Context: an optimization exercise on an open-source flow, tuned for small area. The choices shown serve that exercise and are no tape-out recipe.

==> module RemInc, before the edit <==
module RemInc(input [31:0] i_rdm, input [6:0] i_m, output [6:0] o_rem_inc);
	wire [31:0] rdm = i_rdm;
	wire [6:0] m = i_m;
	wire [6:0] nm = ~m;
	genvar j, i;
	logic [6:0] r [0:7];
	assign r[0] = 7'd0;
	generate
		for (j = 0; j < 7; j++) begin : rs
			wire [7:0] t = {r[j], rdm[31-j]};
			wire [8:0] c;
			wire [7:0] d;
			assign c[0] = 1'b1;
			for (i = 0; i < 8; i++) begin : bit_
				wire mb = (i < 7) ? nm[i] : 1'b1;
				assign d[i] = t[i] ^ mb ^ c[i];
				assign c[i+1] = (t[i] & mb) | (t[i] & c[i]) | (mb & c[i]);
			end
			wire [6:0] keep = (7'd1 << (j + 1)) - 7'd1;
			assign r[j+1] = (c[8] ? d[6:0] : t[6:0]) & keep;
		end
	endgenerate
	logic [7:0] q [7:32];
	assign q[7] = {1'b0, r[7]};
	generate
		for (j = 7; j < 32; j++) begin : ns
			wire sub = ~q[j][7];
			wire [7:0] t = {q[j][6:0], rdm[31-j]};
			wire [8:0] c;
			assign q[j+1][0] = t[0] ^ m[0];
			assign c[1] = sub ? (t[0] | nm[0]) : (t[0] & m[0]);
			for (i = 1; i < 7; i++) begin : bit_
				FullAdd u(.a(t[i]), .b(m[i] ^ sub), .ci(c[i]), .s(q[j+1][i]), .co(c[i+1]));
			end
			wire t7s = t[7] ^ sub;
			assign q[j+1][7] = t7s ^ c[7];
		end
	endgenerate
	wire neg = q[32][7];
	wire [7:0] cc;
	assign cc[0] = 1'b1;
	generate
		for (i = 0; i < 7; i++) begin : fin
			wire a = m[i] & neg;
			assign o_rem_inc[i] = q[32][i] ^ a ^ cc[i];
			assign cc[i+1] = (q[32][i] & a) | (q[32][i] & cc[i]) | (a & cc[i]);
		end
	endgenerate
endmodule
==> flow/config.mk <==
export PLATFORM = sky130hd
export DESIGN_NAME = Lab1
export DESIGN_NICKNAME = Lab1
export VERILOG_FILES = /design/flow/design.v
export SDC_FILE = /design/flow/constraint.sdc
export NUM_CORES = 4
export LEC_CHECK = 0
export CAP_MARGIN = 20
export CORE_MARGIN = 2
export CORE_UTILIZATION = 40
export SLEW_MARGIN = 20
export SYNTH_HIERARCHICAL = 1
export SYNTH_MINIMUM_KEEP_SIZE = 0
==> flow/constraint.sdc <==
create_clock -name core_clock -period 160.0 [get_ports {CLOCK_50}]
set_input_delay 32.0000 -clock core_clock [delete_from_list [all_inputs] [get_ports {CLOCK_50}]]
set_output_delay 32.0000 -clock core_clock [all_outputs]
set_load 0.01 [all_outputs]
run.sh (not shown) runs the stock make flow with config.mk's settings and CLKGATE_MAP_FILE= SYNTH_SCRIPT=/design/flow/synth_recipe.tcl, a recipe that flattens the netlist after the stock synthesis.
Change:
--- a/flow/design.v
+++ b/flow/design.v
@@ -207,19 +207,16 @@
 	assign q[7] = {1'b0, r[7]};
 	generate
 		for (j = 7; j < 32; j++) begin : ns
 			wire sub = ~q[j][7];
 			wire [7:0] t = {q[j][6:0], rdm[31-j]};
 			wire [8:0] c;
-			assign q[j+1][0] = t[0] ^ m[0];
-			assign c[1] = sub ? (t[0] | nm[0]) : (t[0] & m[0]);
-			for (i = 1; i < 7; i++) begin : bit_
-				FullAdd u(.a(t[i]), .b(m[i] ^ sub), .ci(c[i]), .s(q[j+1][i]), .co(c[i+1]));
+			assign c[0] = sub;
+			for (i = 0; i < 8; i++) begin : bit_
+				FullAdd u(.a(t[i]), .b(i < 7 ? m[i] ^ sub : sub), .ci(c[i]), .s(q[j+1][i]), .co(c[i+1]));
 			end
-			wire t7s = t[7] ^ sub;
-			assign q[j+1][7] = t7s ^ c[7];
 		end
 	endgenerate
 	wire neg = q[32][7];
 	wire [7:0] cc;
 	assign cc[0] = 1'b1;
 	generate
Final area fell by 0.41%.
First-iteration DRC count fell by 31%.
Final cell count rose by 0.52%.
Synthesized area fell by 1.8%.
Utilization rose by 0.26 points.
Non-clock buffer count rose by 80.
Worst setup slack got worse by 0.63 ns.
Register-to-register slack improved by 0.54 ns.
Count of clock-buffer cells in the layout rose by 2.
Sequential share of layout area stays flat.
Die area fell by 1.7%.
Routed wire length fell by 10%.
No functional check of the RTL was part of any run of this note.

==> re-timing with driven ports <==
In the flow no input, the clock included, has a driving cell. The finished layouts below were timed again as built, in two steps. Step 1 sets driving cells, clkbuf_16 on the clock port and buf_2 on the other inputs (assumed; they add their load-dependent delay and slew). Step 2 moves the port delays by t, midway between the first and last clock arrival at a register: inputs arrive t later, outputs are due t later. That takes back most of the time a late clock gives input paths. a / b / c = no drivers / after step 1 / after step 2; a / b = the first two.
| run | t (ns) | slack for setup (ns) | clock arrival spread, ns |
|---|---|---|---|
| the first run | 0.455 | 2.746 / 2.724 / 2.724 | 0.016 / 0.016 |
| the second run | 0.444 | 2.113 / 2.095 / 2.095 | 0.015 / 0.016 |
After both steps every run listed still meets setup and hold. For the first run, which loses most, drivers alone change the setup slack by -0.022 ns; drivers and shift together by -0.022 ns.
